What follows belongs to an exercise in optimizing a design on an open flow for a short achievable clock period and few clock cycles; a production flow would make more cautious choices. The RTL was checked by simulation tests, not by an equivalence proof against the original design. Power is estimated from default activity; no workload was simulated.

==> run a: inputs <==
==> flow/design.v (excerpt) <==
module processor(
	CLK,NRST,INST,DATA_IN,
	INST_ADDR,DATA_ADDR,DATA_OUT,DATA_WRITE
	);
==> flow/config.mk <==
export PLATFORM = sky130hd
export DESIGN_NAME = processor
export DESIGN_NICKNAME = processor
export VERILOG_FILES = /design/flow/design.v
export SDC_FILE = /design/flow/constraint.sdc
export NUM_CORES = 4
export LEC_CHECK = 0
export CAP_MARGIN = 20
export CORE_MARGIN = 2
export CORE_UTILIZATION = 40
export SETUP_SLACK_MARGIN = 5
export SLEW_MARGIN = 20
export TNS_END_PERCENT = 100
==> flow/constraint.sdc <==
create_clock -name core_clock -period 8.0 [get_ports {CLK}]
set_input_delay 1.6000 -clock core_clock [delete_from_list [all_inputs] [get_ports {CLK}]]
set_output_delay 1.6000 -clock core_clock [all_outputs]
set_load 0.01 [all_outputs]
run.sh (not shown) runs the stock make flow with config.mk's settings and CLKGATE_MAP_FILE= SYNTH_SCRIPT=/design/flow/synth_recipe.tcl, a recipe that flattens the netlist after the stock synthesis.
==> inputs of run b, as changes to run a <==
--- a/flow/design.v
+++ b/flow/design.v
@@ -276,18 +276,16 @@
 	output [31:0] DATA_OUT;
 	output DATA_WRITE;
 	reg [31:0] pc;          
 	reg [31:0] pc_n;        
 	reg        d_valid;
 	reg [31:0] d_inst;
 	reg [31:0] d_pc4;
 	reg        d_pt;        
-	reg [31:1] d_rs_oh;     
-	reg [31:1] d_rt_oh;
 	reg        d_use_rs;    
 	reg        d_use_rt;
 	reg        e_mrs, e_mrt;
 	reg        d_fix;       
 	reg        d_j;
 	reg        e_fix;
 	reg [31:0] e_next;
 	reg        e_pt;
@@ -310,24 +308,16 @@
 	reg [31:0] rf [1:31];
 	wire [31:0] fpc = ~pc_n;
 	assign INST_ADDR = pc;
 	wire [29:0] pc4_w = fpc[31:2] + 30'd1;
 	wire [31:0] pc4 = {pc4_w, 2'b00};
 	wire [9:0] f_seq = fpc[11:2] + 10'd1;
 	wire f_seq_x = &fpc[11:2];
 	wire f_j_x = &fpc[27:2];
-	wire [31:1] f_rs_oh, f_rt_oh;
-	genvar gr;
-	generate
-		for (gr = 1; gr < 32; gr = gr + 1) begin : g_oh
-			assign f_rs_oh[gr] = (INST[25:21] == gr);
-			assign f_rt_oh[gr] = (INST[20:16] == gr);
-		end
-	endgenerate
 	wire [5:0] f_op = INST[31:26];
 	wire f_j   = (f_op == 6'b000010);
 	wire f_beq = (f_op == 6'b000100);
 	wire f_bne = (f_op == 6'b010101);
 	wire f_same = (INST[25:21] == INST[20:16]);
 	wire f_brany = f_beq | f_bne;
 	reg [1:0] bht [0:63];
 	reg       bhv [0:63];
@@ -382,26 +372,18 @@
 	assign d_aluop[1] = r_sub;
 	assign d_aluop[2] = r_and | d_andi;
 	assign d_aluop[3] = r_or | d_ori | d_lui;
 	assign d_aluop[4] = r_xor;
 	assign d_aluop[5] = r_nor;
 	assign d_aluop[0] = ~(r_sub | r_and | d_andi | r_or | d_ori | d_lui | r_xor | r_nor | r_slt | d_slti);
 	wire d_slt = r_slt | d_slti;
 	wire [31:0] wb_data = m_load ? DATA_IN : m_res;
-	reg [31:0] rf_rs, rf_rt;
-	integer ri;
-	always @(*) begin
-		rf_rs = 32'd0;
-		rf_rt = 32'd0;
-		for (ri = 1; ri < 32; ri = ri + 1) begin
-			rf_rs = rf_rs | ({32{d_rs_oh[ri]}} & rf[ri]);
-			rf_rt = rf_rt | ({32{d_rt_oh[ri]}} & rf[ri]);
-		end
-	end
+	wire [31:0] rf_rs = (d_rs == 5'd0) ? 32'd0 : rf[d_rs];
+	wire [31:0] rf_rt = (d_rt == 5'd0) ? 32'd0 : rf[d_rt];
 	wire [31:0] d_rsv = (m_rd != 5'd0 && m_rd == d_rs) ? wb_data : rf_rs;
 	wire [31:0] d_rtv = (m_rd != 5'd0 && m_rd == d_rt) ? wb_data : rf_rt;
 	wire e_wr = (e_rd != 5'd0);
 	wire fwd_a = e_mrs & d_use_rs;
 	wire fwd_b = e_mrt & ~d_imm;
 	wire fwd_s = e_mrt;
 	wire stall = d_valid & e_load & e_wr &
 	             ((d_use_rs & (d_rs == e_rd)) | (d_use_rt & (d_rt == e_rd)));
@@ -505,18 +487,16 @@
 			m_rd <= e_rd;
 			m_load <= e_load;
 			m_store <= e_store;
 		end
 	end
 	always @(posedge CLK) begin
 		if (!stall) begin
 			d_inst <= INST;
-			d_rs_oh <= f_rs_oh;
-			d_rt_oh <= f_rt_oh;
 			d_pc4 <= pc4;
 			d_idx <= f_idx;
 		end
 		e_a <= a_next;
 		e_b <= b_next;
 		e_s <= d_rtv;
 		e_alt <= d_pt ? d_pc4 : d_tgt;
 		e_next <= d_j ? {d_pc4[31:28], d_inst[25:0], 2'b00} : d_pt ? d_tgt : d_pc4;
==> inputs of run c, as changes to run a <==
--- a/flow/design.v
+++ b/flow/design.v
@@ -276,21 +276,18 @@
 	output [31:0] DATA_OUT;
 	output DATA_WRITE;
 	reg [31:0] pc;          
 	reg [31:0] pc_n;        
 	reg        d_valid;
 	reg [31:0] d_inst;
 	reg [31:0] d_pc4;
 	reg        d_pt;        
-	reg [31:1] d_rs_oh;     
-	reg [31:1] d_rt_oh;
 	reg        d_use_rs;    
 	reg        d_use_rt;
-	reg        e_mrs, e_mrt;
 	reg        d_fix;       
 	reg        d_j;
 	reg        e_fix;
 	reg [31:0] e_next;
 	reg        e_pt;
 	reg        d_br;        
 	reg [31:0] e_a, e_b;    
 	reg [31:0] e_s;         
@@ -310,24 +307,16 @@
 	reg [31:0] rf [1:31];
 	wire [31:0] fpc = ~pc_n;
 	assign INST_ADDR = pc;
 	wire [29:0] pc4_w = fpc[31:2] + 30'd1;
 	wire [31:0] pc4 = {pc4_w, 2'b00};
 	wire [9:0] f_seq = fpc[11:2] + 10'd1;
 	wire f_seq_x = &fpc[11:2];
 	wire f_j_x = &fpc[27:2];
-	wire [31:1] f_rs_oh, f_rt_oh;
-	genvar gr;
-	generate
-		for (gr = 1; gr < 32; gr = gr + 1) begin : g_oh
-			assign f_rs_oh[gr] = (INST[25:21] == gr);
-			assign f_rt_oh[gr] = (INST[20:16] == gr);
-		end
-	endgenerate
 	wire [5:0] f_op = INST[31:26];
 	wire f_j   = (f_op == 6'b000010);
 	wire f_beq = (f_op == 6'b000100);
 	wire f_bne = (f_op == 6'b010101);
 	wire f_same = (INST[25:21] == INST[20:16]);
 	wire f_brany = f_beq | f_bne;
 	reg [1:0] bht [0:63];
 	reg       bhv [0:63];
@@ -382,32 +371,24 @@
 	assign d_aluop[1] = r_sub;
 	assign d_aluop[2] = r_and | d_andi;
 	assign d_aluop[3] = r_or | d_ori | d_lui;
 	assign d_aluop[4] = r_xor;
 	assign d_aluop[5] = r_nor;
 	assign d_aluop[0] = ~(r_sub | r_and | d_andi | r_or | d_ori | d_lui | r_xor | r_nor | r_slt | d_slti);
 	wire d_slt = r_slt | d_slti;
 	wire [31:0] wb_data = m_load ? DATA_IN : m_res;
-	reg [31:0] rf_rs, rf_rt;
-	integer ri;
-	always @(*) begin
-		rf_rs = 32'd0;
-		rf_rt = 32'd0;
-		for (ri = 1; ri < 32; ri = ri + 1) begin
-			rf_rs = rf_rs | ({32{d_rs_oh[ri]}} & rf[ri]);
-			rf_rt = rf_rt | ({32{d_rt_oh[ri]}} & rf[ri]);
-		end
-	end
+	wire [31:0] rf_rs = (d_rs == 5'd0) ? 32'd0 : rf[d_rs];
+	wire [31:0] rf_rt = (d_rt == 5'd0) ? 32'd0 : rf[d_rt];
 	wire [31:0] d_rsv = (m_rd != 5'd0 && m_rd == d_rs) ? wb_data : rf_rs;
 	wire [31:0] d_rtv = (m_rd != 5'd0 && m_rd == d_rt) ? wb_data : rf_rt;
 	wire e_wr = (e_rd != 5'd0);
-	wire fwd_a = e_mrs & d_use_rs;
-	wire fwd_b = e_mrt & ~d_imm;
-	wire fwd_s = e_mrt;
+	wire fwd_a = e_wr & (e_rd == d_rs) & d_use_rs;
+	wire fwd_b = e_wr & (e_rd == d_rt) & ~d_imm;
+	wire fwd_s = e_wr & (e_rd == d_rt);
 	wire stall = d_valid & e_load & e_wr &
 	             ((d_use_rs & (d_rs == e_rd)) | (d_use_rt & (d_rt == e_rd)));
 	wire [29:0] d_tgt_w = d_pc4[31:2] + d_se[29:0];
 	wire [31:0] d_tgt = {d_tgt_w, 2'b00};
 	wire [31:0] sum, diff;
 	assign sum = e_a + e_b;
 	assign diff = e_a - e_b;
 	wire [31:0] and_ab = e_a & e_b;
@@ -437,24 +418,25 @@
 	                | ({32{e_op[3]}} & (e_a | e_b))
 	                | ({32{e_op[4]}} & (e_a ^ e_b))
 	                | ({32{e_op[5]}} & ~(e_a | e_b))
 	                | {31'd0, e_slt & diff[31]};
 	wire eq = (e_a == e_b);
 	wire mis_e = e_br & (eq ^ e_inv);
 	wire mispred = mis_e | e_fix;
 	wire [31:0] redirect = mis_e ? e_alt : e_next;
-	wire br_fa = e_mrs;
-	wire br_fwd = e_mrs | e_mrt;
+	wire br_fa = (e_rd == d_rs);
+	wire br_fwd = e_wr & (br_fa | (e_rd == d_rt));
 	wire br_r0 = br_fa ? (d_rt == 5'd0) : (d_rs == 5'd0);
 	wire [31:0] z_t = e_a ^ e_b;
 	wire [31:0] z_o = e_a | e_b;
 	wire z_sum = ~|(z_t ^ {z_o[30:0], 1'b0});
-	wire z_val = z_sum;
-	wire d_zres = d_valid & d_br & d_pt & br_fwd & br_r0 & ~e_load & e_op[0];
+	wire z_val = (e_op[0] & z_sum) | ((e_op[1] | e_op[4]) & eq) | (e_op[2] & ~|(e_a & e_b)) |
+	             (e_op[3] & ~|z_o) | (e_op[5] & (&z_o));
+	wire d_zres = d_valid & d_br & d_pt & br_fwd & br_r0 & ~e_load & ~e_slt;
 	wire d_ztk = z_val ^ d_bne;                  
 	wire d_mis = d_zres & ~stall & ~mispred & ~d_ztk;
 	wire any_mis = mispred | d_mis;
 	wire [31:0] redirect_all = mispred ? redirect : d_pc4;
 	assign DATA_ADDR = m_addr;
 	assign DATA_OUT = m_sdata;
 	assign DATA_WRITE = m_store;
 	wire e_bubble = mispred | stall | ~d_valid;
@@ -467,25 +449,23 @@
 	                  | ({32{s_tgt}} & f_tgt)
 	                  | ({32{s_seq}} & {fpc[31:12], f_seq, 2'b00});
 	wire [31:0] npc = any_mis ? redirect_all : npc_f;
 	wire f_fix = (s_jmp & f_j_x) | (s_tgt & f_tgt_x) | (s_seq & f_seq_x);
 	always @(posedge CLK or negedge NRST) begin
 		if (!NRST) begin
 			pc <= 32'd0;
 			pc_n <= 32'hffffffff;
-			d_valid <= 1'b0; d_use_rs <= 1'b0; d_use_rt <= 1'b0; e_mrs <= 1'b0; e_mrt <= 1'b0; d_pt <= 1'b0; d_br <= 1'b0; d_fix <= 1'b0; d_j <= 1'b0; e_fix <= 1'b0;
+			d_valid <= 1'b0; d_use_rs <= 1'b0; d_use_rt <= 1'b0; d_pt <= 1'b0; d_br <= 1'b0; d_fix <= 1'b0; d_j <= 1'b0; e_fix <= 1'b0;
 			e_fs <= 1'b0; m_we <= 31'd0;
 			e_rd <= 5'd0; e_load <= 1'b0; e_store <= 1'b0; e_br <= 1'b0; e_inv <= 1'b0;
 			e_op <= 6'd0; e_slt <= 1'b0;
 			m_rd <= 5'd0; m_load <= 1'b0; m_store <= 1'b0;
 		end else begin
 			pc <= npc;
-			e_mrs <= ~e_bubble & (d_dst != 5'd0) & (d_dst == INST[25:21]);
-			e_mrt <= ~e_bubble & (d_dst != 5'd0) & (d_dst == INST[20:16]);
 			pc_n <= ~npc;
 			if (any_mis) d_valid <= 1'b0;
 			else if (!stall) d_valid <= 1'b1;
 			if (!stall) begin
 				d_pt <= f_pt;
 				d_br <= f_brres;
 				d_use_rs <= f_use_rs;
 				d_use_rt <= f_use_rt;
@@ -505,18 +485,16 @@
 			m_rd <= e_rd;
 			m_load <= e_load;
 			m_store <= e_store;
 		end
 	end
 	always @(posedge CLK) begin
 		if (!stall) begin
 			d_inst <= INST;
-			d_rs_oh <= f_rs_oh;
-			d_rt_oh <= f_rt_oh;
 			d_pc4 <= pc4;
 			d_idx <= f_idx;
 		end
 		e_a <= a_next;
 		e_b <= b_next;
 		e_s <= d_rtv;
 		e_alt <= d_pt ? d_pc4 : d_tgt;
 		e_next <= d_j ? {d_pc4[31:28], d_inst[25:0], 2'b00} : d_pt ? d_tgt : d_pc4;
==> out/results.tsv <==
stage	metric	value	unit
drt	avgRoutedWirePerCell	34.0	µm
floorplan	start_util	0.403	
critical_path	worstRegToRegCells	12	
global_routing	grt_first_pass_wirelength	572000	µm
critical_path	setup.worst_path.start	e_a[0]$_DFF_P_	
power_and_ir_drop	switching_share	0.364	
drt	first_pass_iters	13	
critical_path	crit_buf_inv	3	
outcome	outcome	no timing/DRC/antenna violations	
yosys	ys_types	101	
drt	wl_met1	146000	µm
That was run a.
==> out/results.tsv <==
stage	metric	value	unit
outcome	outcome	no timing/DRC/antenna violations	
yosys	synth_compound_area_frac	0.245	
floorplan	start_util	0.402	
yosys	synth_top_cells_by_area	dfrtp_1 (39%), a21oi_1 (9.0%), a22oi_1 (7.8%)	
cells_and_area	seq_share	0.387	
power_and_ir_drop	p_int	17.1	mW
critical_path	worst_setup_path_end_kind	register	
power_and_ir_drop	switching_share	0.359	
cells_and_area	layout_commonest_cell	nor2_1	
global_routing	grt_first_pass_wirelength	580000	µm
critical_path	setup.worst_path.start	pc_n[2]$_DFF_PN1_	
critical_path	worstRegToRegCells	14	
critical_path	crit_buf_inv	5	
yosys	ys_types	93	
drt	wl_met1	148000	µm
power_and_ir_drop	p_comb	7.63	mW
drt	avgRoutedWirePerCell	33.8	µm
drt	first_pass_iters	11	
That was run b.
==> out/results.tsv <==
stage	metric	value	unit
outcome	outcome	no timing/DRC/antenna violations	
global_routing	grt_first_pass_wirelength	590000	µm
yosys	ys_types	102	
clock_network	hold_buffers	0	
critical_path	crit_type	register to register	
flow_run	maxCapViolCount	0	
drt	wl_met1	150000	µm
critical_path	worstRegToRegCells	13	
power_and_ir_drop	pwr-share-clk	0.309	
power_and_ir_drop	switching_share	0.366	
critical_path	crit_buf_inv	4	
drt	antenna_left	0	
floorplan	start_util	0.403	
drt	first_pass_iters	15	
drt	avgRoutedWirePerCell	34.1	µm
critical_path	worst_setup_path_end_kind	register	
cells_and_area	instances_no_fill	12600	
That was run c.
Testbench counts of run a, summed over its fixed seeds: cycles 37,135.
Testbench counts of run b, summed over its fixed seeds: cycles 37,135.
Testbench counts of run c, summed over its fixed seeds: cycles 37,134.

-- static timing again, ports no longer ideal --
The results above use ideal ports. As a check the final layouts listed here were re-extracted and re-timed, cells and wires unchanged. Step 1, drivers: a clkbuf_16 drives CLK and a buf_2 each remaining input, both assumed. Step 2 adds t to the input delays and takes it off the output delays; t is the mean of the earliest and latest rising clock arrival at the registers after step 1. Input paths then give back, and output paths get back, about the clock's delay inside the block. Slacks: ideal / step 1 / step 2; pairs: ideal / step 1.
| run | shift t [ns] | setup slack, ns | worst hold slack (ns) |
|---|---|---|---|
| run a | 0.916 | 4.628 / 4.628 / 3.870 | 0.323 / 0.323 / 0.323 |
| run b | 0.958 | 4.550 / 4.550 / 3.908 | 0.319 / 0.319 / 0.319 |
| run c | 0.940 | 4.471 / 4.471 / 3.832 | 0.327 / 0.327 / 0.327 |
After both steps setup and hold are still met in every run listed. For run a, which loses most, drivers alone change the setup slack by 0.000 ns; drivers and shift together by -0.758 ns.
